This is an optimization exercise on Yosys and OpenROAD, whose aim is small area, a short achievable clock period and few clock cycles, not a production implementation. In this exercise RTL edits were held to simulation tests only and were not proved equivalent to the original. No activity file was given, so power comes from the tool's default toggle rates.

===== flow/design.v =====
`timescale 1ns / 1ps
module ALU# (parameter WIDTH = 32)(input[WIDTH-1:0] a,
    input[WIDTH-1:0] b,
    output[WIDTH-1:0] Z,
    input[4:0] ALU_func
    );
wire [31:0] add_res, sub_res, and_res, or_res, xor_res, comp_res, shift_left_res,
            shift_right_log_res, shift_right_arith_res, add_4, sub_4;
wire slt_res,sgt_res,seq_res;
wire [31:0] nor_res;
wire [15:0] lui_res;
wire add_carry,add_4c;
wire [3:0] ALU;
wire [7:0] hamm_res;
assign ALU = ALU_func;
Adder_32 ADDER(add_res,add_carry,a,b,1'b0);
EightBitSubtractor SUB(a,b,sub_res);
AND_32 AND_inst(a,b,and_res);
OR_32 OR_inst(a,b,or_res);
XOR_32 XOR_inst(a,b,xor_res);
complementer COMP(comp_res,a);
left_shift_32bit sl(shift_left_res,a,{4'b0,b[0]});
logical_right_shift_32bit srl(shift_right_log_res,a,{4'b0,b[0]});
arithmetic_right_shift_32bit sra(shift_right_arith_res,a,{4'b0,b[0]});
Adder_32 ADDER_4(add_4,add_4c,a,32'd4,1'b0);
EightBitSubtractor Sub_4(a,32'd4,sub_4);
complementer COMP_nor(nor_res,or_res);
comparator_32 COMPARE(a,b,sgt_res,seq_res,slt_res);
HAMM_32bit h(hamm_res,a);
assign lui_res=a[31:16];
assign Z = (ALU_func == 5'b00000) ? add_res :                
       (ALU_func == 5'b00001) ? sub_res :                    
       (ALU_func == 5'b00010) ? and_res :                    
       (ALU_func == 5'b00011) ? or_res  :                    
       (ALU_func == 5'b00100) ? xor_res :                    
       (ALU_func == 5'b00101) ? nor_res :                    
       (ALU_func == 5'b00110) ? comp_res :                   
       (ALU_func == 5'b00111) ? shift_left_res  :            
       (ALU_func == 5'b01000) ? shift_right_log_res :        
       (ALU_func == 5'b01001) ? shift_right_arith_res :      
       (ALU_func == 5'b01010) ? add_4 :                      
       (ALU_func == 5'b01011) ? sub_4 :                      
       (ALU_func == 5'b01100) ? {31'b0,slt_res} :            
       (ALU_func == 5'b01101) ? {31'b0,sgt_res} :            
       (ALU_func == 5'b01110) ? {24'b0,hamm_res} :            
       (ALU_func == 5'b10001) ? {a} : 
       {ALU_func == 5'b10010} ? (b) :
       {ALU_func == 5'b10011} ? {16'b0,lui_res}    :
       {32'b0};
endmodule
`timescale 1ns / 1ps
module ALU_function(func,instr,AB_comp);
    output reg [4:0] func;
    input [31:0] instr;
    input [2:0] AB_comp;
    always @* begin 
        if(instr[31:27]==5'b00000) begin 
            if(instr[4:0]==5'b10000) begin 
                if(AB_comp[0]==1'b1)func=5'b10001;
                else func=5'b10010;
            end 
            else func=instr[4:0];
        end
        else begin 
            if(instr[31:27]<=5'b01010)func=instr[31:27]-1;
            else if(instr[31:27]<=5'b01100)func=instr[31:27]+1;
            else if(instr[31:27]==5'b01101)func=5'b10011;
            else if(instr[31:27]<=5'b10011)func=5'b00000;
            else if(instr[31:27]==5'b10100)func=5'b10001;
            else func=5'b01110;
        end
    end
endmodule
`timescale 1ns / 1ps
module AND # (parameter WIDTH = 8)(s,x,y);
    input[WIDTH-1:0] x,y;
    output [WIDTH-1:0] s;
    and(s[0],x[0],y[0]);
    and(s[1],x[1],y[1]);
    and(s[2],x[2],y[2]);
    and(s[3],x[3],y[3]);
    and(s[4],x[4],y[4]);
    and(s[5],x[5],y[5]);
    and(s[6],x[6],y[6]);
    and(s[7],x[7],y[7]);
endmodule
`timescale 1ns / 1ps
module AND_32 # (parameter WIDTH = 32) (input[WIDTH-1:0] x, 
    input[WIDTH-1:0] y,
    output[WIDTH-1:0] s
    );
    AND part1(s[7:0],x[7:0],y[7:0]);
    AND part2(s[15:8],x[15:8],y[15:8]);
    AND part3(s[23:16],x[23:16],y[23:16]);
    AND part4(s[31:24],x[31:24],y[31:24]);
endmodule
`timescale 1ns / 1ps
module Adder_32(s, cy32, x, y, cy_in);
    input [31:0] x, y;
    input cy_in;
    output [31:0] s;
    output cy32;
    wire cy_out;
    SixteenAdder lower_adder(s[15:0], cy_out, x[15:0], y[15:0], cy_in);
    SixteenAdder upper_adder(s[31:16], cy32, x[31:16], y[31:16], cy_out);
endmodule
`timescale 1ns / 1ps
module EightBitAdder(s, cy8, x, y, cy_in);
    input [7:0] x, y;
    input cy_in;
    output [7:0] s;
    output cy8;
    wire cy_out;
    FourBitAdder lower_adder(s[3:0], cy_out, x[3:0], y[3:0], cy_in);
    FourBitAdder upper_adder(s[7:4], cy8, x[7:4], y[7:4], cy_out);
endmodule
`timescale 1ns / 1ps
module EightBitSubtractor # (parameter WIDTH = 32) (
    input [WIDTH-1:0] x,   
    input [WIDTH-1:0] y,   
    output [WIDTH-1:0] s  
);
    wire [WIDTH-1:0] y_complement;  
    wire carry_out;  
    assign y_complement = ~y;
  wire tmp0;
  wire tmp1;
  assign tmp0=0;
  wire [WIDTH-1:0] partial;
    Adder_32 adder (
        .x(x),
        .y(y_complement),
      .cy_in(tmp0),  
      .s(partial),
        .cy32(carry_out)
    );
  wire [WIDTH-1:0] inp;
  assign inp=32'b1;
  Adder_32 adder1(s,carry_out,partial,inp,tmp0);
endmodule
`timescale 1ns / 1ps
module FourBitAdder(s, cy4, x, y, cy_in);
    input [3:0] x, y;
    input cy_in;
    output [3:0] s;
    output cy4;
    wire [2:0] cy_out;
    full_adder B0 (s[0],cy_out[0],x[0],y[0],cy_in);
    full_adder B1 (s[1],cy_out[1],x[1],y[1],cy_out[0]);
    full_adder B2 (s[2],cy_out[2],x[2],y[2],cy_out[1]);
    full_adder B3 (s[3],cy4,x[3],y[3],cy_out[2]);
endmodule
`timescale 1ns / 1ps
module HAMM(input[7:0] a,
    output [3:0] res
    );
    wire[3:0] s1,s2;
    assign s1[2]=0;
    assign s1[3]=0;
    assign s2[2]=0;
    assign s2[3]=0;
    full_adder FA1(s1[0],s1[1],a[7],a[6],a[5]);
    full_adder FA2(s2[0],s2[1],a[4],a[3],a[2]);
    wire[3:0] s3;
    wire cy;
    FourBitAdder F1(s3,cy,s1,s2,a[1]);
    wire[3:0] s4 = 4'b0;
    wire cy1;
    FourBitAdder F2(res,cy1,s3,s4,a[0]);
endmodule
`timescale 1ns / 1ps
module HAMM_32bit(res,in);
    input [31:0] in;
    output [7:0] res;
    wire [3:0] temp_res[3:0];
    HAMM h1(in[31:24],temp_res[0]);
    HAMM h2(in[23:16],temp_res[1]);
    HAMM h3(in[15:8],temp_res[2]);
    HAMM h4(in[7:0],temp_res[3]);
    wire cy[2:0];
    wire [7:0]partial_sum[1:0];
    EightBitAdder E0(partial_sum[0], cy[0], {4'b0,temp_res[0]}, {4'b0,temp_res[1]}, 1'b0);
    EightBitAdder E1(partial_sum[1], cy[1], {4'b0,temp_res[2]}, {4'b0,temp_res[3]}, 1'b0);
    EightBitAdder E(res,cy[2],partial_sum[0],partial_sum[1],1'b0);
endmodule
`timescale 1ns / 1ps
module IN_REG(input clk,
    input load_ir,
    input [31:0] inp_ins,
    output reg [31:0] out_ins
    );
    always @(posedge clk)
    begin
        if(load_ir) out_ins <= inp_ins;
        else out_ins <= out_ins;
    end
endmodule
`timescale 1ns / 1ps
module LMD(input clk,
    input lmd,
    input [31:0] d_in,
    output reg [31:0] d_out
    );
    always @(posedge clk)
    begin
        if(lmd) d_out <= d_in;
        else d_out <= d_out; 
    end
endmodule
`timescale 1ns / 1ps
module MUX(
    input [3:0] a,
    input [3:0] b,
    output [3:0] out,
    input sel
    );
    assign out = (sel == 1) ? a : b;
endmodule
`timescale 1ns / 1ps
module MUX1(
    input [31:0] a,
    input [31:0] b,
    output [31:0] out,
    input sel
    );
    assign out = (sel == 1) ? a : b;
endmodule
`timescale 1ns / 1ps
module MUX_2_to_1(out,sel,a);
    output out;
    input sel;
    input [1:0] a;
    wire t0,t1,tn;
    and A1(t1,a[1],sel);
    not N(tn,sel);
    and A0(t0,a[0],tn);
    or R(out,t0,t1);
endmodule
`timescale 1ns / 1ps
module MUX_4_to_1(out,sel,a);
    output out;
  	input [1:0] sel;
    input [3:0] a;
    wire [1:0] t;
    MUX_2_to_1 M0(t[0],sel[0],a[1:0]);
    MUX_2_to_1 M1(t[1],sel[0],a[3:2]);
    MUX_2_to_1 M(out,sel[1],t);
endmodule
`timescale 1ns / 1ps
module OR # (parameter WIDTH = 8)(s,x,y);
    input[WIDTH-1:0] x,y;
    output [WIDTH-1:0] s;
    or(s[0],x[0],y[0]);
    or(s[1],x[1],y[1]);
    or(s[2],x[2],y[2]);
    or(s[3],x[3],y[3]);
    or(s[4],x[4],y[4]);
    or(s[5],x[5],y[5]);
    or(s[6],x[6],y[6]);
    or(s[7],x[7],y[7]);
endmodule
`timescale 1ns / 1ps
module OR_32 #(parameter WIDTH = 32) (input[WIDTH-1:0] x, 
    input[WIDTH-1:0] y,
    output[WIDTH-1:0] s
    );
    OR part1(s[7:0],x[7:0],y[7:0]);
    OR part2(s[15:8],x[15:8],y[15:8]);
    OR part3(s[23:16],x[23:16],y[23:16]);
    OR part4(s[31:24],x[31:24],y[31:24]);
endmodule
`timescale 1ns / 1ps
module PC(input clk,
    input LoadPC,
    input [31:0] npc,
    input resetPC,
    output reg [31:0] pc
    );
    always @(posedge clk) 
    begin 
        if(resetPC) pc <= 32'b0;
        else if(LoadPC) pc <= npc;
    end 
endmodule
`timescale 1ns / 1ps
module RB(out1,out2,rs,rt,rd,in1,clk,read,enable,write,reset_all,out);
    input [3:0] rs;
    input [3:0] rt;
    input [3:0] rd;
    input clk;
    input [31:0] in1;
    input read,enable,write,reset_all;
    output reg [31:0] out1;
    output reg [31:0] out2;
    output [15:0] out;
    reg [31:0] R[15:0];
    assign out = {R[4][7:0],R[3][7:0]};
    always @(negedge clk) begin
      if(read && enable) 
      begin
            out1<=R[rs];
            out2<=R[rt];
       end        
    end
    always @(posedge clk) begin
    if(reset_all) begin
        R[0] <= 32'b0;
        R[1] <= 32'b0;
        R[2] <= 32'b0;
        R[3] <= 32'b0;
        R[4] <= 32'b0;
        R[5] <= 32'b0;
        R[6] <= 32'b0;
        R[7] <= 32'b0;
        R[8] <= 32'b0;
        R[9] <= 32'b0;
        R[14] <= 32'b0;
      end
    else if(write && enable) begin
            R[rd]<=in1;
        end
    end 
endmodule
`timescale 1ns / 1ps
module SixteenAdder(s, cy16, x, y, cy_in);
    input [15:0] x, y;
    input cy_in;
    output [15:0] s;
    output cy16;
    wire cy_out;
    EightBitAdder lower_adder(s[7:0], cy_out, x[7:0], y[7:0], cy_in);
    EightBitAdder upper_adder(s[15:8], cy16, x[15:8], y[15:8], cy_out);
endmodule
`timescale 1ns / 1ps
module XOR # (parameter WIDTH = 8)(s,x,y);
    input[WIDTH-1:0] x,y;
    output [WIDTH-1:0] s;
    xor(s[0],x[0],y[0]);
    xor(s[1],x[1],y[1]);
    xor(s[2],x[2],y[2]);
    xor(s[3],x[3],y[3]);
    xor(s[4],x[4],y[4]);
    xor(s[5],x[5],y[5]);
    xor(s[6],x[6],y[6]);
    xor(s[7],x[7],y[7]);
endmodule
`timescale 1ns / 1ps
module XOR_32#(parameter WIDTH = 32) (input[WIDTH-1:0] x, 
    input[WIDTH-1:0] y,
    output[WIDTH-1:0] s
    );
    XOR part1(s[7:0],x[7:0],y[7:0]);
    XOR part2(s[15:8],x[15:8],y[15:8]);
    XOR part3(s[23:16],x[23:16],y[23:16]);
    XOR part4(s[31:24],x[31:24],y[31:24]);
endmodule
`timescale 1ns / 1ps
module arithmetic_right_shift_32bit(out,a,b);
    input [31:0] a;
    input [4:0] b;
    output [31:0] out;
    assign out = $signed(a) >>> b;
endmodule
`timescale 1ns / 1ps
module comparator_32 (
    input [31:0] A,
    input [31:0] B,
    output reg A_gt_B,
    output reg A_eq_B,
    output reg A_lt_B
);
    always @* begin 
        if(A[31]!=B[31]) begin 
            A_eq_B=0;
            A_lt_B=A[31];
            A_gt_B=B[31];
        end
        else if(A[31]==1) begin 
            A_eq_B=(A==B);
            A_lt_B=(A>B);
            A_gt_B=(A<B);
        end
        else begin
            A_eq_B=(A==B);
            A_lt_B=(A<B);
            A_gt_B=(A>B);
        end
    end
endmodule
`timescale 1ns / 1ps
module complementer # (parameter WIDTH = 32)(output[WIDTH-1:0] y,
    input[WIDTH-1:0] x
    );
    assign y = ~x;
endmodule
`timescale 1ns / 1ps
module control_path(LoadIR,LoadPC,ResetPC,EN1,EN,R,W,Src1,Src2,func,SelComp,SelSignal,SelPC,EN2,WEA2,LoadLMD,WriteData,WritePort,isBranch,instr,AB_comp,reset_all,HALT_button,clk,halted);
    output reg LoadPC,ResetPC,EN1,LoadIR,EN,R,W,Src1,Src2;
    output [4:0] func;
    output reg SelComp;
    output reg [1:0] SelSignal;
    output reg SelPC, EN2,WEA2,LoadLMD;
    output reg WriteData,WritePort,isBranch;input [2:0] AB_comp; 
    input [31:0]instr;
    input reset_all,HALT_button,clk;
    output halted;
    wire run;
    wire [3:0] time_step, index;
    wire final_reset; 
    reg reset_SD; 
    step_decoder SD(time_step,final_reset,run,clk);
    instruction_decoder ID(index,instr);
    ALU_function F(func,instr,AB_comp);
    assign run=(((time_step==4'd3)&&(index==4'd10)&&(HALT_button==1'b0))?1'b0:1'b1);
    assign final_reset=(reset_all||reset_SD);
    assign halted=(time_step==4'd3)&&(index==4'd10);
    always @* begin
        LoadPC=1'b0;ResetPC=reset_all;EN1=1'b0;LoadIR=1'b0;EN=1'b0;R=1'b0;W=1'b0;Src1=1'b0;Src2=1'b0;SelComp=1'b0;EN2=1'b0;WEA2=1'b0;LoadLMD=1'b0;WritePort=1'b0;WriteData=1'b0;isBranch=1'b0;SelSignal=2'b00;SelPC=1'b0;reset_SD=1'b1;
        if(time_step<=4'd2)begin 
            LoadPC=1'b0;ResetPC=reset_all;EN1=1'b1;LoadIR=1'b1;
            EN=1'b0;R=1'b0;W=1'b0;Src1=1'b0;
            Src2=1'b0;SelComp=1'b0;EN2=1'b0;WEA2=1'b0;
            LoadLMD=1'b0;WritePort=1'b0;WriteData=1'b0;
            isBranch=1'b0;SelSignal=2'b00;SelPC=1'b0;
            reset_SD=1'b0;
        end
        else begin
            if(index==4'd1) begin 
                if(time_step==4'd3) begin 
                    LoadPC=1'b1;ResetPC=reset_all;EN1=1'b0;
                    LoadIR=1'b0;EN=1'b1;R=1'b0;W=1'b1;Src1=1'b1;Src2=1'b1;
                    SelComp=1'b0;EN2=1'b0;WEA2=1'b0;LoadLMD=1'b0;
                    WritePort=1'b0;WriteData=1'b0;isBranch=1'b1;SelSignal=2'b00;
                    SelPC=1'b1;reset_SD=1'b1; 
                end
                else begin
                    LoadPC=1'b0;ResetPC=reset_all;EN1=1'b0;LoadIR=1'b0;EN=1'b0;R=1'b0;W=1'b0;Src1=1'b0;Src2=1'b0;SelComp=1'b0;EN2=1'b0;WEA2=1'b0;LoadLMD=1'b0;WritePort=1'b0;WriteData=1'b0;isBranch=1'b0;SelSignal=2'b00;SelPC=1'b0;reset_SD=1'b1; 
                end
            end
            else if(index==4'd2) begin
                if(time_step==4'd3) begin 
                    LoadPC=1'b1;ResetPC=reset_all;EN1=1'b0;
                    LoadIR=1'b0;EN=1'b1;R=1'b1;
                    W=1'b1;Src1=1'b1;Src2=1'b1;SelComp=1'b0;EN2=1'b0;
                    WEA2=1'b0;LoadLMD=1'b0;WritePort=1'b0;
                    WriteData=1'b0;isBranch=1'b1;SelSignal=2'b01;
                    SelPC=1'b0;reset_SD=1'b1; 
                end
                else begin
                    LoadPC=1'b0;ResetPC=reset_all;EN1=1'b0;LoadIR=1'b0;EN=1'b0;R=1'b0;W=1'b0;Src1=1'b0;Src2=1'b0;SelComp=1'b0;EN2=1'b0;WEA2=1'b0;LoadLMD=1'b0;WritePort=1'b0;WriteData=1'b0;isBranch=1'b0;SelSignal=2'b00;SelPC=1'b0;reset_SD=1'b1; 
                end
            end
            else if(index==4'd3) begin
                if(time_step==4'd3) begin 
                    LoadPC=1'b1;ResetPC=reset_all;EN1=1'b0;LoadIR=1'b0;                    
                    EN=1'b1;R=1'b1;W=1'b1;Src1=1'b1;
                    Src2=1'b1;SelComp=1'b0;EN2=1'b0;WEA2=1'b0;LoadLMD=1'b0;WritePort=1'b0;
                    WriteData=1'b0;isBranch=1'b1;SelSignal=2'b11;
                    SelPC=1'b0;reset_SD=1'b1; 
                end
                else begin
                    LoadPC=1'b0;ResetPC=reset_all;EN1=1'b0;LoadIR=1'b0;EN=1'b0;R=1'b0;W=1'b0;Src1=1'b0;Src2=1'b0;SelComp=1'b0;EN2=1'b0;WEA2=1'b0;LoadLMD=1'b0;WritePort=1'b0;WriteData=1'b0;isBranch=1'b0;SelSignal=2'b00;SelPC=1'b0;reset_SD=1'b1; 
                end
            end
            else if(index==4'd4) begin
                if(time_step==4'd3) begin 
                    LoadPC=1'b1;ResetPC=reset_all;EN1=1'b0;LoadIR=1'b0;                    
                    EN=1'b1;R=1'b1;W=1'b1;Src1=1'b1;
                    Src2=1'b1;SelComp=1'b0;EN2=1'b0;
                    WEA2=1'b0;LoadLMD=1'b0;WritePort=1'b0;
                    WriteData=1'b0;isBranch=1'b1;
                    SelSignal=2'b10;SelPC=1'b0;
                    reset_SD=1'b1; 
                end
                else begin
                    LoadPC=1'b0;ResetPC=reset_all;EN1=1'b0;LoadIR=1'b0;EN=1'b0;R=1'b0;W=1'b0;Src1=1'b0;Src2=1'b0;SelComp=1'b0;EN2=1'b0;WEA2=1'b0;LoadLMD=1'b0;WritePort=1'b0;WriteData=1'b0;isBranch=1'b0;SelSignal=2'b00;SelPC=1'b0;reset_SD=1'b1; 
                end
            end
            else if(index==4'd5) begin
                if(time_step<=4'd5) begin 
                    LoadPC=1'b0;ResetPC=reset_all;EN1=1'b0;
                    LoadIR=1'b0;EN=1'b1;R=1'b1;W=1'b0;Src1=1'b0;
                    Src2=1'b1;SelComp=1'b0;EN2=1'b1;WEA2=1'b0;
                    LoadLMD=1'b1;WritePort=1'b0;WriteData=1'b0;isBranch=1'b1;
                    SelSignal=2'b10;SelPC=1'b0;reset_SD=1'b0; 
                end
                else if(time_step==4'd6) begin 
                    LoadPC=1'b1;ResetPC=reset_all;EN1=1'b0;
                    LoadIR=1'b0;EN=1'b1;R=1'b0;W=1'b1;Src1=1'b0;
                    Src2=1'b1;SelComp=1'b0;EN2=1'b0;
                    WEA2=1'b0;LoadLMD=1'b0;WritePort=1'b1;
                    WriteData=1'b1;isBranch=1'b0;SelSignal=2'b00;
                    SelPC=1'b0;reset_SD=1'b1; 
                end
                else begin
                    LoadPC=1'b0;ResetPC=reset_all;EN1=1'b0;LoadIR=1'b0;EN=1'b0;R=1'b0;W=1'b0;Src1=1'b0;Src2=1'b0;SelComp=1'b0;EN2=1'b0;WEA2=1'b0;LoadLMD=1'b0;WritePort=1'b0;WriteData=1'b0;isBranch=1'b0;SelSignal=2'b00;SelPC=1'b0;reset_SD=1'b1; 
                end
            end
            if(index==4'd6) begin 
                if(time_step==4'd3) begin 
                    LoadPC=1'b1;ResetPC=reset_all;EN1=1'b0;LoadIR=1'b0;
                    EN=1'b1;R=1'b1;W=1'b0;
                    Src1=1'b0;Src2=1'b1;SelComp=1'b0;EN2=1'b1;
                    WEA2=1'b1;LoadLMD=1'b0;WritePort=1'b0;
                    WriteData=1'b0;isBranch=1'b0;SelSignal=2'b00;
                    SelPC=1'b0;reset_SD=1'b0; 
                end
                else if(time_step==4'd4) begin 
                    LoadPC=1'b0;ResetPC=reset_all;EN1=1'b0;
                    LoadIR=1'b0;EN=1'b1;R=1'b1;W=1'b0;
                    Src1=1'b0;Src2=1'b1;SelComp=1'b0;EN2=1'b1;
                    WEA2=1'b1;LoadLMD=1'b0;WritePort=1'b0;
                    WriteData=1'b0;isBranch=1'b0;SelSignal=2'b00;
                    SelPC=1'b0;reset_SD=1'b1; 
                end
                else begin
                    LoadPC=1'b0;ResetPC=reset_all;EN1=1'b0;LoadIR=1'b0;EN=1'b0;R=1'b0;W=1'b0;Src1=1'b0;Src2=1'b0;SelComp=1'b0;EN2=1'b0;WEA2=1'b0;LoadLMD=1'b0;WritePort=1'b0;WriteData=1'b0;isBranch=1'b0;SelSignal=2'b00;SelPC=1'b0;reset_SD=1'b1; 
                end
            end
            if(index==4'd7) begin 
                if(time_step==4'd3) begin 
                    LoadPC=1'b1;ResetPC=reset_all;EN1=1'b0;
                    LoadIR=1'b0;EN=1'b1;R=1'b1;W=1'b1;
                    Src1=1'b0;Src2=1'b0;SelComp=1'b1;EN2=1'b0;WEA2=1'b0;
                    LoadLMD=1'b0;WritePort=1'b0;
                    WriteData=1'b0;isBranch=1'b0;SelSignal=2'b00;
                    SelPC=1'b0;reset_SD=1'b1; 
                end
                else begin
                    LoadPC=1'b0;ResetPC=reset_all;EN1=1'b0;LoadIR=1'b0;EN=1'b0;R=1'b0;W=1'b0;Src1=1'b0;Src2=1'b0;SelComp=1'b0;EN2=1'b0;WEA2=1'b0;LoadLMD=1'b0;WritePort=1'b0;WriteData=1'b0;isBranch=1'b0;SelSignal=2'b00;SelPC=1'b0;reset_SD=1'b1; 
                end
            end
            if(index==4'd8) begin 
                if(time_step==4'd3) begin 
                    LoadPC=1'b1;ResetPC=reset_all;EN1=1'b0;LoadIR=1'b0;
                    EN=1'b1;R=1'b1;W=1'b1;Src1=1'b0;
                    Src2=1'b0;SelComp=1'b1;EN2=1'b0;WEA2=1'b0;
                    LoadLMD=1'b0; WritePort=1'b0;WriteData=1'b0;isBranch=1'b0;
                    SelSignal=2'b00;SelPC=1'b0;reset_SD=1'b1; 
                end
                else begin
                    LoadPC=1'b0;ResetPC=reset_all;EN1=1'b0;LoadIR=1'b0;EN=1'b0;R=1'b0;W=1'b0;Src1=1'b0;Src2=1'b0;SelComp=1'b0;EN2=1'b0;WEA2=1'b0;LoadLMD=1'b0;WritePort=1'b0;WriteData=1'b0;isBranch=1'b0;SelSignal=2'b00;SelPC=1'b0;reset_SD=1'b1; 
                end
            end
            if(index==4'd9) begin 
                if(time_step==4'd3) begin 
                    LoadPC=1'b1;ResetPC=reset_all;EN1=1'b0;
                    LoadIR=1'b0;EN=1'b1;R=1'b1;
                    W=1'b1;Src1=1'b0;Src2=1'b1;SelComp=1'b1;
                    EN2=1'b0;WEA2=1'b0;LoadLMD=1'b0;WritePort=1'b1;
                    WriteData=1'b0;isBranch=1'b0;
                    SelSignal=2'b00;SelPC=1'b0;reset_SD=1'b1; 
                end
                else begin
                    LoadPC=1'b0;ResetPC=reset_all;EN1=1'b0;LoadIR=1'b0;EN=1'b0;R=1'b0;W=1'b0;Src1=1'b0;Src2=1'b0;SelComp=1'b0;EN2=1'b0;WEA2=1'b0;LoadLMD=1'b0;WritePort=1'b0;WriteData=1'b0;isBranch=1'b0;SelSignal=2'b00;SelPC=1'b0;reset_SD=1'b1; 
                end
            end
            if(index==4'd10) begin 
                if(HALT_button) begin reset_SD=1'b1;LoadPC=1'b1;ResetPC=reset_all;EN1=1'b0;LoadIR=1'b0;EN=1'b0;R=1'b0;W=1'b0;Src1=1'b0;Src2=1'b0;SelComp=1'b0;EN2=1'b0;WEA2=1'b0;LoadLMD=1'b0;WritePort=1'b0;WriteData=1'b0;isBranch=1'b0;SelSignal=2'b00;SelPC=1'b0; end
                else begin reset_SD=1'b0;LoadPC=1'b0;ResetPC=reset_all;EN1=1'b0;LoadIR=1'b0;EN=1'b0;R=1'b0;W=1'b0;Src1=1'b0;Src2=1'b0;SelComp=1'b0;EN2=1'b0;WEA2=1'b0;LoadLMD=1'b0;WritePort=1'b0;WriteData=1'b0;isBranch=1'b0;SelSignal=2'b00;SelPC=1'b0; end
            end
            if(index==4'd11) begin 
                if(time_step==4'd3) begin 
                    LoadPC=1'b0;ResetPC=reset_all;EN1=1'b0;LoadIR=1'b0;
                    EN=1'b0;R=1'b0;W=1'b0;Src1=1'b0;
                    Src2=1'b0;SelComp=1'b0;EN2=1'b0;
                    WEA2=1'b0;LoadLMD=1'b0;WritePort=1'b0;WriteData=1'b0;
                    isBranch=1'b0;SelSignal=2'b00;SelPC=1'b0;reset_SD=1'b1; 
                end
                else begin
                    LoadPC=1'b0;ResetPC=reset_all;EN1=1'b0;LoadIR=1'b0;EN=1'b0;R=1'b0;W=1'b0;Src1=1'b0;Src2=1'b0;SelComp=1'b0;EN2=1'b0;WEA2=1'b0;LoadLMD=1'b0;WritePort=1'b0;WriteData=1'b0;isBranch=1'b0;SelSignal=2'b00;SelPC=1'b0;reset_SD=1'b1; 
                end
            end
            if(index==4'd12) begin 
                if(time_step==4'd3) begin 
                    LoadPC=1'b1;ResetPC=reset_all;EN1=1'b0;
                    LoadIR=1'b0;EN=1'b1;R=1'b1;W=1'b0;
                    Src1=1'b0;Src2=1'b0;SelComp=1'b0;EN2=1'b0;
                    WEA2=1'b0;LoadLMD=1'b0;WritePort=1'b0;
                    WriteData=1'b0;isBranch=1'b0;SelSignal=2'b00;SelPC=1'b1;
                    reset_SD=1'b1; 
                end
                else begin
                    LoadPC=1'b0;ResetPC=reset_all;EN1=1'b0;LoadIR=1'b0;EN=1'b0;R=1'b0;W=1'b0;Src1=1'b0;Src2=1'b0;SelComp=1'b0;EN2=1'b0;WEA2=1'b0;LoadLMD=1'b0;WritePort=1'b0;WriteData=1'b0;isBranch=1'b0;SelSignal=2'b00;SelPC=1'b0;reset_SD=1'b1; 
                end
            end
        end
    end
endmodule
`timescale 1ns / 1ps
module data_path(
    input clk,en,read,write,
    input writeport,writedata,src1,src2,
    input ld_lmd,en_data_mem,wri_data_mem,
    input en_ins_mem,
    input [4:0] alu_func,
    input selcomp,
    input [1:0] selsig,
    input selPC,ld_pc,resetPC,reset_all, load_ir,
    input isbranch,
    output [31:0] out_ins,
    output [2:0] comp_res,
    output [15:0] out,
    output imem_en,
    output [10:0] imem_addr,
    input  [31:0] imem_rdata,
    output dmem_en,
    output dmem_we,
    output [10:0] dmem_addr,
    output [31:0] dmem_wdata,
    input  [31:0] dmem_rdata
    );
    wire [31:0] a,b;
    wire [3:0] rs,rt,rd;
    wire [3:0] m1_out;
    wire [31:0] m4_out,m2_out,m3_out,m7_out;
    wire [31:0] npc;
    wire [31:0] Z;
    wire [18:0] imm;
    wire [31:0] se_out, d_out, mux4_in, comp_in1, blue_out;
    wire [3:0]  yell_out;
    wire [31:0] instruction, pc;
    wire cout;    
    assign rs = instruction[26:23];
    assign rt = instruction[22:19];
    assign rd = instruction[18:15];
    assign imm = instruction[18:0];
    Adder_32 A1(npc,cout,pc,32'd1,1'b0);
    MUX M1(rt,rd,m1_out,writeport);
    MUX YELL_MUX(4'd15,m1_out,yell_out,isbranch);
    MUX1 M2(npc,a,m2_out,src1);
    RB rb(a,b,rs,rt,yell_out,blue_out,clk,read,en,write,reset_all,out);
    sign_ext SE(imm,se_out);
    ALU alu(m2_out,m3_out,Z,alu_func);
    MUX1 M3(se_out,b,m3_out,src2); 
    assign dmem_en = en_data_mem;
    assign dmem_we = wri_data_mem;
    assign dmem_addr = Z[10:0];
    assign dmem_wdata = b;
    assign d_out = dmem_rdata;
    LMD lmd(clk,ld_lmd,d_out,mux4_in);
    MUX1 M4(mux4_in,Z,m4_out,writedata);
    MUX1 BLUE_MUX(npc,m4_out,blue_out,isbranch);
    MUX1 M5(b,32'b0,comp_in1,selcomp);
    comparator_32 COMP(a,comp_in1,comp_res[2],comp_res[1],comp_res[0]);
    wire [3:0] temp = {comp_res[2],comp_res[1],comp_res[0],selPC};
    MUX_4_to_1 M6(m7_sel,selsig,temp);                
    MUX1 M7(Z,npc,m7_out,m7_sel);
    PC pc1(clk,ld_pc,m7_out,resetPC,pc);
    assign imem_en = en_ins_mem;
    assign imem_addr = pc[10:0];
    assign instruction = imem_rdata;
    IN_REG in_reg(clk,load_ir,instruction,out_ins); 
endmodule
`timescale 1ns / 1ps
module full_adder(S, Cy, A, B, C);
  input A, B, C;
  output S, Cy;
  wire S1, C1, C2;
  half_adder HA1 (S1, C1, A, B);
  half_adder HA2 (S, C2, S1, C);
  or g3 (Cy, C1, C2);
endmodule
`timescale 1ns / 1ps
module half_adder(S,Cy,A,B);
	input A,B;
	output S,Cy;
	xor g1 (S, A, B);
	and g2 (Cy, A, B); 
endmodule
`timescale 1ns / 1ps
module instruction_decoder(index,instr);
    output reg [3:0] index;
    input [31:0] instr;
    always @* begin 
        if(instr[31:27]==5'b00000) begin 
            if(instr[4:0]==5'b10000)index=4'd7;
            else index=4'd8;
        end
        else begin 
            if((instr[31:27]<=5'b01101)|| (instr[31:27]==5'b10101))index=4'd9;
            else if(instr[31:27]==5'b10110)index=4'd10;
            else if(instr[31:27]==5'b10111)index=4'd11;
            else if(instr[31:27]==5'b10100)index=4'd12;
            else if(instr[31:27]>=5'b10000)index=instr[31:27]-15;
            else if(instr[31:27]==5'b01110)index=4'd5;
            else index=4'd6;
        end
    end
endmodule
`timescale 1ns / 1ps
module left_shift_32bit(out,a,b);
    input [31:0] a;
    input [4:0] b;
    output [31:0] out;
    assign out = a << b;
endmodule
`timescale 1ns / 1ps
module logical_right_shift_32bit(out,a,b);
    input [31:0] a;
    input [4:0] b;
    output [31:0] out;
    assign out = a >> b;
endmodule
`timescale 1ns / 1ps
module sign_ext(input [18:0] imm,
    output [31:0] out
    );
    assign out = {{13{imm[18]}},imm};
endmodule
`timescale 1ns / 1ps
module step_decoder(out,reset,run,clk);
input reset,clk,run;
output reg [3:0]out;
always @(posedge clk) begin
   if(reset)out<=4'd0;
   else if(run) out<=out+1;
   else out<=out;
end
endmodule
`timescale 1ns / 1ps
module mips32_core(
    input clk,
    input reset_all,
    input HALT,
    output [15:0] out,
    output halted,
    output imem_en,
    output [10:0] imem_addr,
    input  [31:0] imem_rdata,
    output dmem_en,
    output dmem_we,
    output [10:0] dmem_addr,
    output [31:0] dmem_wdata,
    input  [31:0] dmem_rdata
    );
    wire resetPC,en,read,write;
    wire writeport,writedata,src1,src2,ld_lmd,en_data_mem;
    wire wri_data_mem,en_ins_mem;
    wire [4:0] alu_func;
    wire selcomp;
    wire [1:0] selsig;
    wire selPC,ld_pc,load_ir,isbranch;
    wire [31:0] out_ins;
    wire [2:0] comp_res;
    data_path DP(clk,en,read,write,writeport,writedata,src1,src2,ld_lmd,en_data_mem,wri_data_mem,en_ins_mem,alu_func,selcomp,selsig,selPC,ld_pc,resetPC,reset_all,load_ir,isbranch,out_ins,comp_res,out,
                 imem_en,imem_addr,imem_rdata,dmem_en,dmem_we,dmem_addr,dmem_wdata,dmem_rdata);
    control_path CP(load_ir,ld_pc,resetPC,en_ins_mem,en,read,write,src1,src2,alu_func,selcomp,selsig,selPC,en_data_mem,wri_data_mem,ld_lmd,writedata,writeport,isbranch,out_ins,comp_res,reset_all,HALT,clk,halted);
endmodule

===== flow/run.sh =====
#!/bin/bash
# synth_recipe.tcl (not shown) runs the flow's synth.tcl, then flattens the netlist and writes it again
# the make line also repeats each setting of config.mk as NAME=value (left out here)
make -C /OpenROAD-flow-scripts/flow DESIGN_CONFIG=/design/flow/config.mk WORK_HOME=/design/flow/orfs CLKGATE_MAP_FILE= SYNTH_SCRIPT=/design/flow/synth_recipe.tcl finish

===== flow/config.mk =====
export PLATFORM = sky130hd
export DESIGN_NAME = mips32_core
export DESIGN_NICKNAME = mips32_core
export VERILOG_FILES = /design/flow/design.v
export SDC_FILE = /design/flow/constraint.sdc
export NUM_CORES = 4
export LEC_CHECK = 0
export CAP_MARGIN = 20
export CORE_MARGIN = 2
export CORE_UTILIZATION = 40
export SLEW_MARGIN = 20

===== flow/constraint.sdc =====
create_clock -name core_clock -period 34.0 [get_ports {clk}]
set_input_delay 6.8000 -clock core_clock [delete_from_list [all_inputs] [get_ports {clk}]]
set_output_delay 6.8000 -clock core_clock [all_outputs]
set_load 0.01 [all_outputs]

==> run summary, run 1 <==
Mapped Cells=3827; worst-path fanout max=12; pwr dens=80.4 mW/mm^2; final setup TNS=0 ns; Clk Latency, worst-skew pair=0.68 ns; total iterations of the first detailed-routing run=6; Post-Route Skew=0.0645 ns; HP Class=reg -> reg; vias per cell=6.67; largest net degree at the start of global routing=83; met3 Track Usage GR=9.38%; startpoint types=register; Residual DRC=0; CTS tree=done; Final setup viols=0; R2R setup slack=2.26 ns; Final Power=4.07 mW; I/O Buffers=140; CTS H-tree lvls=3; Avg Cell Area, Syn=11.7 sq um; Max-slew headroom=13.1%; MaxCap Viol Count=0; Final Hold Fails=0; Routed Antenna Nets=0; Post-synth EDFFs=586; die area=0.115 sq mm; unrepaired setup endpoints after global routing=no; cts bufs inserted=75; grt ovf=0; Root Buffer=clkbuf_16; antenna violations before repair=8; status=timing/DRC/antenna clean; starting density of the core=40.4%; io pins=141; Crit Path Category=reg -> out; GRT busiest layer=met2; reg2reg path depth=48; Max clock buf depth=3; post-synthesis instance area=0.0448 sq mm; DRT Wirelength=189000 um; CP startpoint=DP.rb.out2[0]; peak supply drop=0.0775 mV; Worst setup EP type=primary output; predominant post-synthesis flop cell=edfxtp_1; hold_sp=DP.pc1.pc[14]; # nets final=4373; GR Util met1=43.1%; clock slew at reported path FFs=0.06 ns; drt wl/cell=34.6 um; number of global-route vias before repair=35.3k; via count=36.5k; #FFs+latches synth=654; CTS Hold Bufs=0; Die Span Y=339 um; Critical Path AT=25.41 ns; post-cts resize count=0; DRT iter0 DRCs=5467; Post-Syn Nets=4278; Area growth syn-to-layout=13.0%; R2R Path Start=DP.rb.out2[0]; placer congestion estimate=1.04; required time of the critical path=27.20 ns; GR Util met2=48.2%; Horiz. Die Dim=339 um; worst hold path endpoint=DP.pc1.pc[14]; Slew @ Worst Pin=1.30 ns; GR Util All Layers=32.4%; post-synthesis sequential area ratio=42.3%; Setup Fix Bufs, Post-CTS=0; Synth warnings=11; share of cells above drive strength 1=18.1%; Synth cell types=106; Clock Sinks=654; Core Box Area=0.111 sq mm; leakage=18.9 nW; worst hold path cell count=2; first-pass GRT wire length=266000 um; Post-DP HPWL=127000 um; Final Max Tran Viols=0; Fill cells=10.2k; ys async rst share=0%; RR Endpoint=DP.rb.R[11][31]; std cell rows=122
-- registers in the layout (all words and copies together) (netlist names) --
name	flops
DP.rb.out1	32
DP.rb.R	512
CP.SD.out	4
DP.pc1.pc	32
DP.in_reg.out_ins	10
DP.rb.out2	32
DP.lmd.d_out	32
-- cell usage after synthesis, types with 34 or more instances --
| cell type | number | area (sq um) |
|---|---|---|
| a31oi_1 | 36 | 225 |
| edfxtp_1 | 586 | 17600 |
| nor3_1 | 93 | 465 |
| ha_1 | 298 | 3730 |
| buf_2 | 58 | 290 |
| o211ai_1 | 43 | 323 |
| dfxtp_1 | 68 | 1360 |
| a211oi_1 | 39 | 293 |
| o21ai_0 | 213 | 1070 |
| nor2_1 | 447 | 1680 |
| mux2i_1 | 34 | 340 |
| buf_4 | 36 | 270 |
| mux4_2 | 320 | 7210 |
| nand2_1 | 274 | 1030 |
| nand3_1 | 72 | 360 |
| a21oi_1 | 239 | 1200 |
| fa_1 | 86 | 1720 |
| inv_1 | 175 | 657 |
| clkbuf_1 | 181 | 679 |
-- report_power, final --
part | switching [mW] | internal [mW] | leakage (nW)
clock | 0.371 | 0.490 | 1.59
sequential | 0.0435 | 0.927 | 6.49
combinational | 1.58 | 0.653 | 10.8
total | 2.00 | 2.07 | 18.9
-- through the flow --
stage	setup slack [ns]	hold WS [ns]	instance area [sq um]	utilization, %	std cells
after detailed placement	2.46	0.459	47900	43.2	5270
after global routing	1.68	0.494	50600	45.7	5471
after CTS	2.01	0.468	50600	45.7	5471
final	1.79	0.466	50600	45.7	5472
after floorplan	3.36	0.439	44800	-	3827
after global placement	2.49	0.446	47900	43.2	5270
-- cell usage in the layout, fill, tap and decap left out, types with 31 or more instances in the layout --
| master | Yosys | layout |
|---|---|---|
| a211oi_1 | 39 | 36 |
| a21oi_1 | 239 | 236 |
| a31oi_1 | 36 | 35 |
| buf_4 | 36 | 124 |
| clkbuf_16 | 0 | 80 |
| clkdlybuf4s50_1 | 0 | 132 |
| dfxtp_1 | 68 | 68 |
| edfxtp_1 | 586 | 586 |
| fa_1 | 86 | 86 |
| ha_1 | 298 | 298 |
| inv_1 | 175 | 238 |
| mux2i_1 | 34 | 34 |
| mux4_2 | 320 | 320 |
| nand2_1 | 274 | 258 |
| nand3_1 | 72 | 71 |
| nor2_1 | 447 | 434 |
| nor3_1 | 93 | 89 |
| o211ai_1 | 43 | 43 |
| o21ai_0 | 213 | 213 |
| o22ai_1 | 31 | 31 |
-- per-layer routing --
| metal | routed length [um] | vias to the layer above |
|---|---|---|
| li1 | - | 14900 |
| met1 | 70700 | 18200 |
| met2 | 81400 | 2851 |
| met3 | 25600 | 553 |
| met4 | 11300 | 2 |
| met5 | 13 | - |
-- cell families after synthesis --
kind of cell               count (synthesis)  synth area share, %
xor gates and xnor gates                  11                0.215
adders and majority gates                384                 12.2
DFF                                      654                 42.3
AOI/OAI and AO/OA                        872                 12.8
buffers and inverters                    494                 4.64
and+or+nand+nor                         1024                 10.1
muxes                                    388                 17.8
-- final cells by class --
cell class,count,area [sq um],share of cell area [%]
timing repair buffer,264,2320,4.59
sequential,654,19000,37.4
clock buffer,100,2120,4.18
clock inverter,102,618,1.22
tap,1488,1860,3.68
antenna,1,2.50,0.00494
multi-input combinational,2679,24100,47.5
inverter,184,691,1.36
-- worst max-delay path: stages, from the launching register on --
cell and delay (ns):
edfxtp_1 0.43, a21boi_2 0.22, nor2_2 0.12, inv_1 0.57, ha_1 0.29, inv_1 0.06
fa_1 0.39, fa_1 0.42, fa_1 0.40, fa_1 0.43, fa_1 0.40, fa_1 0.39
fa_1 0.39, fa_1 0.42, fa_1 0.41, fa_1 0.47, o221ai_1 0.23, nor4b_1 0.08
and3_1 0.22, nor2_1 0.70, clkdlybuf4s50_1 0.69
-- how the worst max path moves through the flow --
| stage | endpoint | slack (ns) |
|---|---|---|
| 6_report | dmem_addr[10] | 1.79 |
| 5_1_grt | DP.rb.R[11][31] | 1.68 |
| 4_1_cts | dmem_addr[10] | 2.01 |
| 3_5_place_dp | DP.rb.R[11][31] | 2.46 |
| 3_3_place_gp | DP.rb.R[12][31] | 2.49 |
| 2_1_floorplan | DP.rb.R[10][31] | 3.36 |
Testbench counts, summed over its fixed seeds: cycles 190,042.
==> run 2, diff against run 1 <==
--- a/flow/design.v
+++ b/flow/design.v
@@ -736,14 +736,137 @@
     );
-    wire resetPC,en,read,write;
-    wire writeport,writedata,src1,src2,ld_lmd,en_data_mem;
-    wire wri_data_mem,en_ins_mem;
-    wire [4:0] alu_func;
-    wire selcomp;
-    wire [1:0] selsig;
-    wire selPC,ld_pc,load_ir,isbranch;
-    wire [31:0] out_ins;
-    wire [2:0] comp_res;
-    data_path DP(clk,en,read,write,writeport,writedata,src1,src2,ld_lmd,en_data_mem,wri_data_mem,en_ins_mem,alu_func,selcomp,selsig,selPC,ld_pc,resetPC,reset_all,load_ir,isbranch,out_ins,comp_res,out,
-                 imem_en,imem_addr,imem_rdata,dmem_en,dmem_we,dmem_addr,dmem_wdata,dmem_rdata);
-    control_path CP(load_ir,ld_pc,resetPC,en_ins_mem,en,read,write,src1,src2,alu_func,selcomp,selsig,selPC,en_data_mem,wri_data_mem,ld_lmd,writedata,writeport,isbranch,out_ins,comp_res,reset_all,HALT,clk,halted);
+    reg [31:0] R [0:15];
+    reg [31:0] pc;       
+    reg [31:0] ir;
+    reg        irv;      
+    reg        mv;       
+    reg [10:0] fa;       
+    reg        fen;      
+    reg        hlt;      
+    reg [1:0]  lds;      
+    reg [3:0]  ldr;      
+    reg        den, dwe;
+    reg [10:0] dad;
+    reg [31:0] dwd;
+    assign out = {R[4][7:0], R[3][7:0]};
+    assign halted = hlt;
+    assign imem_en = fen;
+    assign imem_addr = fa;
+    assign dmem_en = den;
+    assign dmem_we = dwe;
+    assign dmem_addr = dad;
+    assign dmem_wdata = dwd;
+    wire [4:0] op = ir[31:27];
+    wire [3:0] rs = ir[26:23];
+    wire [3:0] rt = ir[22:19];
+    wire [3:0] rd = ir[18:15];
+    wire [31:0] imm = {{13{ir[18]}}, ir[18:0]};
+    wire is_r   = (op == 5'd0);
+    wire is_i   = ((op >= 5'd1) && (op <= 5'd13)) || (op == 5'd21);
+    wire is_ld  = (op == 5'd14);
+    wire is_st  = (op == 5'd15);
+    wire is_br  = (op[4:2] == 3'b100);
+    wire is_ret = (op == 5'd20);
+    wire is_hlt = (op == 5'd22);
+    wire busy = (lds != 2'd0) || hlt;
+    wire ex   = irv && !busy;        
+    reg [4:0] fn;
+    always @* begin
+        if (is_r) fn = ir[4:0];
+        else if (op <= 5'd10) fn = op - 5'd1;
+        else if (op == 5'd11) fn = 5'd12;
+        else if (op == 5'd12) fn = 5'd13;
+        else if (op == 5'd13) fn = 5'd19;
+        else fn = 5'd14;
+    end
+    wire [31:0] A  = R[rs];
+    wire [31:0] B  = R[rt];
+    wire [31:0] B2 = is_r ? B : imm;
+    wire alu  = is_r | is_i;
+    wire inv  = alu && ((fn == 5'd1) || (fn == 5'd11) || (fn == 5'd12) || (fn == 5'd13) || (fn == 5'd16));
+    wire four = alu && ((fn == 5'd10) || (fn == 5'd11));
+    wire [31:0] ax = is_br ? pc : A;
+    wire [31:0] bx = four ? 32'd4 : B2;
+    wire [32:0] sum = {1'b0, ax} + {1'b0, inv ? ~bx : bx} + {32'd0, inv | is_br};
+    wire cout = sum[32];
+    wire eq  = (A == B2);
+    wire ugt = cout & ~eq;           
+    wire ult = ~cout;                
+    wire sd  = A[31] ^ B2[31];
+    wire lt  = sd ? A[31]  : (A[31] ? ugt : ult);
+    wire gt  = sd ? B2[31] : (A[31] ? ult : ugt);
+    reg [5:0] ham;
+    integer k;
+    always @* begin
+        ham = 6'd0;
+        for (k = 0; k < 32; k = k + 1) ham = ham + {5'd0, A[k]};
+    end
+    reg [31:0] res;
+    always @* begin
+        case (fn)
+            5'd0, 5'd1, 5'd10, 5'd11: res = sum[31:0];
+            5'd2:  res = A & B2;
+            5'd3:  res = A | B2;
+            5'd4:  res = A ^ B2;
+            5'd5:  res = ~(A | B2);
+            5'd6:  res = ~A;
+            5'd7:  res = B2[0] ? {A[30:0], 1'b0} : A;
+            5'd8:  res = B2[0] ? {1'b0, A[31:1]} : A;
+            5'd9:  res = B2[0] ? {A[31], A[31:1]} : A;
+            5'd12: res = {31'd0, lt};
+            5'd13: res = {31'd0, gt};
+            5'd14: res = {26'd0, ham};
+            5'd16: res = lt ? A : B2;
+            5'd17: res = A;
+            5'd18: res = B2;
+            5'd19: res = {16'd0, A[31:16]};
+            default: res = 32'd0;
+        endcase
+    end
+    wire [31:0] pc1 = pc + 32'd1;
+    wire taken = is_br && ((op[1:0] == 2'd0) ||
+                           ((op[1:0] == 2'd1) && A[31]) ||
+                           ((op[1:0] == 2'd2) && !A[31] && (A != 32'd0)) ||
+                           ((op[1:0] == 2'd3) && (A == 32'd0)));
+    wire redirect = ex && (taken || is_ret);
+    wire [31:0] target = is_ret ? A : sum[31:0];
+    wire        ldw = (lds == 2'd2);
+    wire        wen = ldw || (ex && (alu || is_br));
+    wire [3:0]  wa  = ldw ? ldr : (is_r ? rd : (is_br ? 4'd15 : rt));
+    wire [31:0] wd  = ldw ? dmem_rdata : (is_br ? pc1 : res);
+    wire adv = !irv || ex;           
+    wire hlt_n = hlt ? !HALT : (ex && is_hlt);
+    wire busy_n = (ex && is_ld) || (lds == 2'd1) || hlt_n;
+    always @(posedge clk) begin
+        if (reset_all) begin
+            pc <= 32'd0; irv <= 1'b0; mv <= 1'b0; fa <= 11'd0; fen <= 1'b1;
+            hlt <= 1'b0; lds <= 2'd0; den <= 1'b0;
+        end else begin
+            if (redirect) begin
+                fa <= target[10:0]; mv <= 1'b0; irv <= 1'b0; pc <= target;
+            end else begin
+                if (fen) fa <= fa + 11'd1;
+                mv <= fen | (mv & !adv);
+                if (adv) irv <= mv;
+                if (ex) pc <= pc1;
+            end
+            fen <= !busy_n;
+            hlt <= hlt_n;
+            if (ex && is_ld) lds <= 2'd1;
+            else if (lds == 2'd1) lds <= 2'd2;
+            else lds <= 2'd0;
+            den <= ex && (is_ld || is_st);
+        end
+        if (adv) ir <= imem_rdata;
+        if (ex && is_ld) ldr <= rt;
+        dwe <= is_st;
+        dad <= sum[10:0];
+        dwd <= B;
+    end
+    always @(posedge clk) begin
+        if (reset_all) begin
+            R[0] <= 32'd0; R[1] <= 32'd0; R[2] <= 32'd0; R[3] <= 32'd0;
+            R[4] <= 32'd0; R[5] <= 32'd0; R[6] <= 32'd0; R[7] <= 32'd0;
+            R[8] <= 32'd0; R[9] <= 32'd0; R[14] <= 32'd0;
+        end else if (wen) R[wa] <= wd;
+    end
 endmodule
==> run 2 against run 1 <==
- combinational power down 68%
- sequential share of layout area increased by 3.1 points
- power fell by 40%
- critical path depth rose by 4
- clock power down 3.4%
- synthesized cell count decreased by 9.6%
- via count shrank 13%
- global-route usage fell by 2.9 points
- die area shrank 11%
- area after synthesis down 12%
- critical path type is now reg -> reg
- critical endpoint is now R[12][5]
- highest routed layer unchanged
==> run summary, run 2 <==
status=timing/DRC/antenna clean; first-pass GRT wire length=218000 um (-18%); die area=0.102 sq mm (-11%); drt wl/cell=31.2 um (-9.7%); GR Util All Layers=29.5% (-2.9 points); Largest register FFs=512 (unchanged); cts bufs inserted=75 (unchanged); number of global-route vias before repair=30.4k (-14%); I/O Buffers=140 (unchanged); Max clock buf depth=3 (unchanged); share of the synthesized area in the top cell type=39.1% (-0.16 points); crit path time final=9.51 ns; largest family of logic cells by synthesized area=multiplexers; grt ovf=0 (unchanged); fraction of synthesized area in multiplexers=17.6% (-0.13 points); worst-path fanout max=43 (+31); Worst setup EP type=register; Critical Path AT=9.88 ns (-15.53 ns); placer congestion estimate=0.999 (-4.2%); startpoint types=register; post-cts resize count=0 (unchanged); DRT Wirelength=152000 um (-20%); clock slew at reported path FFs=0.06 ns (about the same); Setup Fix Bufs, Post-CTS=0 (unchanged); HP Class=reg -> reg; CTS H-tree lvls=3 (unchanged); required time of the critical path=34.37 ns (+7.17 ns); Max-slew headroom=15.2% (+2.0 points); Core Box Area=0.0983 sq mm (-11%); CTS tree=done; vias per cell=6.51 (-2.5%); peak supply drop=0.0676 mV (-13%); total iterations of the first detailed-routing run=6 (unchanged); Horiz. Die Dim=319 um (-5.9%); Area growth syn-to-layout=13.4%; post-synthesis compound-gate area fraction=12.3% (-0.48 points); Post-Syn Nets=3662 (-14%); largest net degree at the start of global routing=72 (-13%); placed cell area=0.0424 sq mm (-11%); cell accounting for the most synthesized area=edfxtp_1; placed insts=4712 (-11%); Adder-Cell Fraction of Synth Area=4.82% (-7.3 points); Hold Slack=0.431 ns (-0.0351 ns); most frequent cells in the layout=edfxtp_1 (516), nor2_1 (447), mux4_2 (293), nand2_1 (246), o21ai_0 (183); Routed Antenna Nets=0 (unchanged); ys async rst share=0% (unchanged); share of cells above drive strength 1=17.4% (-0.73 points); Root Buffer=clkbuf_16; std cell rows=115 (-5.7%); most common cell after layout, fill and taps aside=edfxtp_1; Slew @ Worst Pin=1.27 ns (-0.0364 ns); Clock Sinks=650 (-0.61%); Final setup viols=0 (unchanged); Final Max Tran Viols=0 (unchanged); pwr dens=54.8 mW/mm^2 (-32%); leakage=15.7 nW (-17%); #FFs+latches synth=650 (-0.61%); most common cell in the netlist=edfxtp_1; Fill cells=9020 (-11%); Post-Route Skew=0.0271 ns (-0.0374 ns); Synth cell types=95 (-10%); DRT iter0 DRCs=4927 (-9.9%); post-synthesis sequential area ratio=45.9% (+3.6 points); register name with the most flops=R; # nets final=3706 (-15%); Post-DP HPWL=107000 um (-16%); fin crit share=28.0%; Avg Cell Area, Syn=11.5 sq um (-2.2%); io pins=141 (unchanged); antenna violations before repair=4 (-4); CTS Hold Bufs=0 (unchanged); Synth Area in XOR/XNOR=2.23% (+2.0 points); Final Hold Fails=0 (unchanged); largest cells by area after synthesis=edfxtp_1 (39%), mux4_2 (17%), dfxtp_1 (6.8%); Mapped Cells=3458 (-9.6%); predominant post-synthesis flop cell=edfxtp_1; non-filler instance count after layout=4856 (-11%); fmax=105 MHz; Crit Path Category=reg -> reg; most frequent cells after synthesis=edfxtp_1 (516), nor2_1 (453), mux4_2 (293), nand2_1 (256), clkbuf_1 (189); Synth warnings=1 (-10); simple-gate area share of the yosys netlist=12.3% (+2.3 points); Clk Latency, worst-skew pair=0.66 ns (-0.02 ns); Design Area, Final=0.0449 sq mm (-11%); unrepaired setup endpoints after global routing=no; post-synthesis instance area=0.0396 sq mm (-12%); Residual DRC=0 (unchanged); final setup TNS=0 ns (unchanged); via count=31.6k (-13%); Die Span Y=319 um (-5.9%); starting density of the core=40.3% (-0.12 points); Post-synth EDFFs=516 (-12%); MaxCap Viol Count=0 (unchanged); Final Power=2.46 mW (-40%)
-- run 2: cell types whose count changed after synthesis, sizes merged, moves of 28 or more --
cell    previous run  this run
a22oi             13        59
nand3b             4        32
buf              128       100
xnor2              6        77
edfxtp           586       516
inv              185       139
ha               298       111
fa                86        26
a21oi            242       170
dfxtp             68       134
o21ai            229       189
-- run 2: report_power, final --
group / internal, mW / switching (mW)
clock network: 0.485 / 0.347
registers: 0.888 / 0.0230
logic: 0.279 / 0.438
total: 1.65 / 0.808
-- run 2: final timing paths --
path,startpoint,endpoint,slack (ns),cells after the start
setup / recovery,register,R[12][5],24.49,24
hold / removal,ir[23],register,0.43,2
setup reg to reg,register,R[12][5],24.49,24
hold reg to reg,ir[23],register,0.43,2
-- run 2: stage by stage --
| stage | utilization, % | setup WS [ns] |
|---|---|---|
| 2_1_floorplan | - | 24.12 |
| 3_3_place_gp | 43.1 | 24.16 |
| 3_5_place_dp | 43.1 | 24.16 |
| 4_1_cts | 45.7 | 24.58 |
| 5_1_grt | 45.7 | 24.03 |
| 6_report | 45.7 | 24.49 |
-- run 2: cells by family (layout without fill, tap and decap cells) --
| logic type | count (synthesis) | count (layout) |
|---|---|---|
| AND/OR/NAND/NOR | 1070 | 1070 |
| AO/OA/AOI/OAI | 740 | 740 |
| other | 0 | 6 |
| multiplexers | 331 | 331 |
| buffers and inverters | 429 | 534 |
| XOR/XNOR | 101 | 101 |
| adder cells (fa/ha/maj) | 137 | 137 |
| flip-flops | 650 | 650 |
-- run 2: final cells by class --
type / instances / area (sq um) / share of cell area, %
antenna: 6 / 15.0 / 0.0334
clock buffer: 102 / 2080 / 4.63
clock inverter: 36 / 410 / 0.914
inverter: 140 / 526 / 1.17
multi-input combinational: 2379 / 19800 / 44.1
sequential: 650 / 18200 / 40.5
tap: 1287 / 1610 / 3.59
timing repair buffer: 256 / 2270 / 5.06
-- run 2: worst max-delay path, cell delays in order (launching register included) --
cell and delay (ns):
dfxtp_4 0.70, buf_4 0.62, buf_4 0.71, mux4_2 0.62
mux4_2 0.70, inv_1 0.27, fa_1 0.46, inv_1 0.11
fa_1 0.46, fa_1 0.52, fa_1 0.51, fa_1 0.52
inv_1 0.06, fa_1 0.53, inv_1 0.04, ha_1 0.22
a21o_1 0.18, a21oi_1 0.20, nor2b_1 0.07, o211ai_1 0.17
nand4_1 0.12, or4_1 0.51, o31ai_1 0.37, buf_4 0.28
inv_1 0.13
-- run 2: per-layer routing --
metal,up-vias,GRT usage (%),routed length (um)
met3,438,5.81,16500
met4,2,13.5,8160
met1,15800,40.0,58200
li1,13300,-,-
met2,2062,45.8,68800
met5,-,0,13
Testbench counts of run 2, summed over its fixed seeds: cycles 61,412.
==> run 3, diff against run 2 <==
--- a/flow/design.v
+++ b/flow/design.v
@@ -738,3 +738,4 @@
     reg [31:0] pc;       
-    reg [31:0] ir;
+    reg [31:0] ir;       
+    reg [15:0] rso, rto;
     reg        irv;      
@@ -744,4 +745,6 @@
     reg        hlt;      
-    reg [1:0]  lds;      
-    reg [3:0]  ldr;      
+    reg        l1v;      
+    reg [3:0]  l1r;      
+    reg        l2v;      
+    reg [3:0]  l2r;      
     reg        den, dwe;
@@ -758,4 +761,4 @@
     wire [4:0] op = ir[31:27];
-    wire [3:0] rs = ir[26:23];
-    wire [3:0] rt = ir[22:19];
+    wire [3:0] rt = {|rto[15:8], |{rto[15:12], rto[7:4]}, |{rto[15:14], rto[11:10], rto[7:6], rto[3:2]},
+                     |{rto[15], rto[13], rto[11], rto[9], rto[7], rto[5], rto[3], rto[1]}};
     wire [3:0] rd = ir[18:15];
@@ -769,4 +772,5 @@
     wire is_hlt = (op == 5'd22);
-    wire busy = (lds != 2'd0) || hlt;
-    wire ex   = irv && !busy;        
+    wire busy = l2v || hlt;
+    wire hz   = l1v && (rso[l1r] || ((is_r || is_st) && rto[l1r]) || is_hlt);
+    wire ex   = irv && !busy && !hz;    
     reg [4:0] fn;
@@ -780,4 +784,13 @@
     end
-    wire [31:0] A  = R[rs];
-    wire [31:0] B  = R[rt];
+    wire [15:0] rs_oh = rso;
+    wire [15:0] rt_oh = rto;
+    reg  [31:0] A, B;
+    integer q;
+    always @* begin
+        A = 32'd0; B = 32'd0;
+        for (q = 0; q < 16; q = q + 1) begin
+            A = A | (R[q] & {32{rs_oh[q]}});
+            B = B | (R[q] & {32{rt_oh[q]}});
+        end
+    end
     wire [31:0] B2 = is_r ? B : imm;
@@ -796,8 +809,21 @@
     wire gt  = sd ? B2[31] : (A[31] ? ult : ugt);
-    reg [5:0] ham;
-    integer k;
-    always @* begin
-        ham = 6'd0;
-        for (k = 0; k < 32; k = k + 1) ham = ham + {5'd0, A[k]};
-    end
+    function [2:0] pc4(input [3:0] x);
+        case (x)
+            4'h0: pc4 = 3'd0; 4'h1, 4'h2, 4'h4, 4'h8: pc4 = 3'd1;
+            4'h7, 4'hb, 4'hd, 4'he: pc4 = 3'd3; 4'hf: pc4 = 3'd4;
+            default: pc4 = 3'd2;
+        endcase
+    endfunction
+    wire [3:0] h3 [0:3];
+    wire [4:0] h4 [0:1];
+    genvar gh;
+    generate
+        for (gh = 0; gh < 4; gh = gh + 1) begin : hl3
+            assign h3[gh] = {1'b0, pc4(A[8*gh+3:8*gh])} + {1'b0, pc4(A[8*gh+7:8*gh+4])};
+        end
+        for (gh = 0; gh < 2; gh = gh + 1) begin : hl4
+            assign h4[gh] = {1'b0, h3[2*gh]} + {1'b0, h3[2*gh+1]};
+        end
+    endgenerate
+    wire [5:0] ham = {1'b0, h4[0]} + {1'b0, h4[1]};
     reg [31:0] res;
@@ -831,9 +857,15 @@
     wire [31:0] target = is_ret ? A : sum[31:0];
-    wire        ldw = (lds == 2'd2);
-    wire        wen = ldw || (ex && (alu || is_br));
-    wire [3:0]  wa  = ldw ? ldr : (is_r ? rd : (is_br ? 4'd15 : rt));
-    wire [31:0] wd  = ldw ? dmem_rdata : (is_br ? pc1 : res);
-    wire adv = !irv || ex;           
+    wire        xw  = ex && (alu || is_br);
+    wire [3:0]  xa  = is_r ? rd : (is_br ? 4'd15 : rt);
+    wire        wen = l2v || xw;
+    wire [3:0]  wa  = l2v ? l2r : xa;
+    wire [31:0] wd  = l2v ? dmem_rdata : (is_br ? pc1 : res);
+    wire [31:0] wdz = reset_all ? 32'd0 : wd;
+    wire adv  = !irv || ex;           
+    wire lost = fen && mv && !adv;    
     wire hlt_n = hlt ? !HALT : (ex && is_hlt);
-    wire busy_n = (ex && is_ld) || (lds == 2'd1) || hlt_n;
+    wire l2v_n = l1v && !(xw && (xa == l1r));    
+    wire mv_n  = !redirect && !lost && (fen || (mv && !adv));
+    wire irv_n = !redirect && (adv ? mv : irv);
+    wire busy_n = l2v_n || hlt_n;
     always @(posedge clk) begin
@@ -841,21 +873,24 @@
             pc <= 32'd0; irv <= 1'b0; mv <= 1'b0; fa <= 11'd0; fen <= 1'b1;
-            hlt <= 1'b0; lds <= 2'd0; den <= 1'b0;
+            hlt <= 1'b0; l1v <= 1'b0; l2v <= 1'b0; den <= 1'b0;
         end else begin
-            if (redirect) begin
-                fa <= target[10:0]; mv <= 1'b0; irv <= 1'b0; pc <= target;
-            end else begin
-                if (fen) fa <= fa + 11'd1;
-                mv <= fen | (mv & !adv);
-                if (adv) irv <= mv;
-                if (ex) pc <= pc1;
-            end
-            fen <= !busy_n;
+            if (redirect) fa <= target[10:0];
+            else if (lost) fa <= fa - 11'd1;
+            else if (fen) fa <= fa + 11'd1;
+            if (redirect) pc <= target;
+            else if (ex) pc <= pc1;
+            mv <= mv_n;
+            irv <= irv_n;
+            fen <= !(busy_n && irv_n && mv_n);
             hlt <= hlt_n;
-            if (ex && is_ld) lds <= 2'd1;
-            else if (lds == 2'd1) lds <= 2'd2;
-            else lds <= 2'd0;
+            l1v <= ex && is_ld;
+            l2v <= l2v_n;
             den <= ex && (is_ld || is_st);
         end
-        if (adv) ir <= imem_rdata;
-        if (ex && is_ld) ldr <= rt;
+        if (adv) begin
+            ir <= {imem_rdata[31:27], 8'd0, imem_rdata[18:0]};
+            rso <= 16'd1 << imem_rdata[26:23];
+            rto <= 16'd1 << imem_rdata[22:19];
+        end
+        l1r <= rt;
+        l2r <= l1r;
         dwe <= is_st;
@@ -864,9 +899,12 @@
     end
-    always @(posedge clk) begin
-        if (reset_all) begin
-            R[0] <= 32'd0; R[1] <= 32'd0; R[2] <= 32'd0; R[3] <= 32'd0;
-            R[4] <= 32'd0; R[5] <= 32'd0; R[6] <= 32'd0; R[7] <= 32'd0;
-            R[8] <= 32'd0; R[9] <= 32'd0; R[14] <= 32'd0;
-        end else if (wen) R[wa] <= wd;
-    end
+    genvar g;
+    generate for (g = 0; g < 16; g = g + 1) begin : rf
+        if (g <= 9 || g == 14) begin : z
+            always @(posedge clk)
+                if (reset_all || (wen && wa == g)) R[g] <= wdz;
+        end else begin : n
+            always @(posedge clk)
+                if (!reset_all && wen && wa == g) R[g] <= wd;
+        end
+    end endgenerate
 endmodule
--- a/flow/config.mk
+++ b/flow/config.mk
@@ -7,5 +7,5 @@
 export LEC_CHECK = 0
-export CAP_MARGIN = 20
+export CAP_MARGIN = 50
 export CORE_MARGIN = 2
 export CORE_UTILIZATION = 40
-export SLEW_MARGIN = 20
+export SLEW_MARGIN = 70
==> run 3 against run 2 <==
- still clean on timing, DRC and antenna
- count of clock-buffer cells in the layout is 4 lower
- die area is 3.3% lower
- flip-flop and latch count is 20 higher
- largest power group is now combinational cells
- highest routed layer unchanged
==> run summary, run 3 <==
status=timing/DRC/antenna clean; Setup Fix Bufs, Post-CTS=0 (unchanged); fmax=116 MHz (+10%); worst-path fanout max=14 (-67%); CTS Hold Bufs=0 (unchanged); Core Box Area=0.0949 sq mm (-3.5%); io pins=141 (unchanged); pwr dens=93.4 mW/mm^2 (+70%); placed cell area=0.0434 sq mm (+2.4%); Crit Path Category=reg -> out; ys async rst share=0% (unchanged); Post-synth EDFFs=568 (+10%); CTS tree=done; final setup TNS=0 ns (unchanged); Place WS=25.00 ns (+0.846 ns); grt ovf=0 (unchanged); crit-path leading delay family=buffers and inverters; Avg Cell Area, Syn=10.8 sq um (-5.3%); share of cells above drive strength 1=16.7% (-0.66 points); Horiz. Die Dim=313 um (-1.7%); fin crit share=25.4% (-2.6 points); drt wl/cell=34.3 um (+9.9%); predominant post-synthesis flop cell=edfxtp_1; antenna violations before repair=4 (unchanged); Synth warnings=2 (+1); MaxCap Viol Count=0 (unchanged); Fill cells=8483 (-6.0%); Mapped Cells=3532 (+2.1%); #FFs+latches synth=670 (+3.1%); Post-Route Skew=0.0621 ns (+0.0350 ns); most common cell in the netlist=edfxtp_1; worst path bufs/invs=1 (-7); Post-Syn Nets=3767 (+2.9%); largest net degree at the start of global routing=64 (-11%); Residual DRC=0 (unchanged); Largest register FFs=512 (unchanged); most common cell after layout, fill and taps aside=edfxtp_1; Area growth syn-to-layout=20.7%; HP Class=reg -> reg; Clock Sinks=670 (+3.1%); Post-DP HPWL=113000 um (+5.8%); cts bufs inserted=75 (unchanged); via count=34.4k (+8.9%); worst setup margin=25.36 ns (+0.870 ns); post-cts resize count=0 (unchanged); Slew @ Worst Pin=0.554 ns (-0.713 ns); I/O Buffers=140 (unchanged); Critical Path AT=1.84 ns (-8.04 ns); Final setup viols=0 (unchanged); post-synthesis sequential area ratio=49.9% (+4.0 points); worst stage delay on the critical path=0.61 ns (-0.10 ns); Max clock buf depth=3 (unchanged); Final Hold Fails=0 (unchanged); unrepaired setup endpoints after global routing=no; std cell rows=113 (-1.7%); DRT Wirelength=173000 um (+14%); Clk Latency, worst-skew pair=0.67 ns (about the same); Final Power=4.31 mW (+75%); most frequent cells after synthesis=edfxtp_1 (568), a22oi_1 (312), nor2_1 (227), nand2_1 (223), inv_1 (157); leakage=16.9 nW (+8.0%); peak supply drop=0.205 mV (+200%); Final Max Tran Viols=0 (unchanged); starting density of the core=40.4% (+0.061 points); fin util=48.7% (+3.0 points); most frequent cells in the layout=edfxtp_1 (568), a22oi_1 (312), nand2_1 (218), nor2_1 (190), inv_1 (154); total iterations of the first detailed-routing run=6 (unchanged); Design Area, Final=0.0462 sq mm (+2.9%); post-synthesis instance area=0.0383 sq mm (-3.3%); cell accounting for the most synthesized area=edfxtp_1; Max-slew headroom=63.0% (+48 points); # nets final=3944 (+6.4%)
[run 3: cell count changes after synthesis, sizes merged, moves of 52 or more]
cell and change:
nor2 -227, o21ai -97, mux4 -285, edfxtp +52
a22oi +254, a22o +108, a221oi +132
[run 3: kinds of logic after synthesis]
family	count (synthesis)	synth area share [%]
buffers and inverters	444	4.94
muxes	67	2.05
xor gates and xnor gates	115	2.63
AOI/OAI and AO/OA	1144	22.6
and+or+nand+nor	924	12.0
DFF	670	49.9
adders and majority gates	168	5.88
[run 3: worst paths after layout]
check	endpoint	cells after the start	startpoint	slack, ns
worst max-delay path	imem_en	1	fen	25.36
worst min-delay path	l2r[3]	0	l1r[3]	0.39
worst max register to register	R[4][23]	28	ir[27]	25.42
worst min register to register	l2r[3]	0	l1r[3]	0.39
[run 3: cell type report]
| type | count | area [sq um] | area share, % |
|---|---|---|---|
| clock buffers | 98 | 2060 | 4.45 |
| multi-input cells | 2418 | 18900 | 40.8 |
| inverters | 166 | 629 | 1.36 |
| diodes | 2 | 5.00 | 0.0108 |
| well taps | 1265 | 1580 | 3.43 |
| clock inverters | 39 | 429 | 0.929 |
| flip-flops and latches | 670 | 19100 | 41.4 |
| repair buffers | 378 | 3530 | 7.64 |
[run 3: per-layer routing]
layer | vias up | track usage (%) | wire [um] | share of wire, %
li1 | 14200 | - | - | -
met1 | 16600 | 45.4 | 65500 | 38
met2 | 2980 | 48.7 | 70800 | 41
met3 | 641 | 11.1 | 25200 | 15
met4 | 8 | 18.7 | 11200 | 6.5
met5 | - | 1.11 | 132 | 0.076
[run 3: stage by stage]
stage,hold slack [ns],cells
finish,0.394,5036
global route,0.416,5034
CTS,0.392,5022
detailed placement,0.384,4885
global placement,0.383,4788
floorplan,0.326,3532
[run 3: where the power goes]
part | switching [mW] | internal [mW]
Sequential | 0.0828 | 1.16
Combinational | 1.51 | 0.739
Clock | 0.361 | 0.465
Total | 1.95 | 2.36
Testbench counts of run 3, summed over its fixed seeds: cycles 57,618.

Check on run 3: ideal ports give 25.359 ns setup slack; a clkbuf_16 on the clock port and buf_2 on the inputs give 25.295 ns; moving port delays by the midpoint clock arrival (0.699 ns) as well gives 24.970 ns.
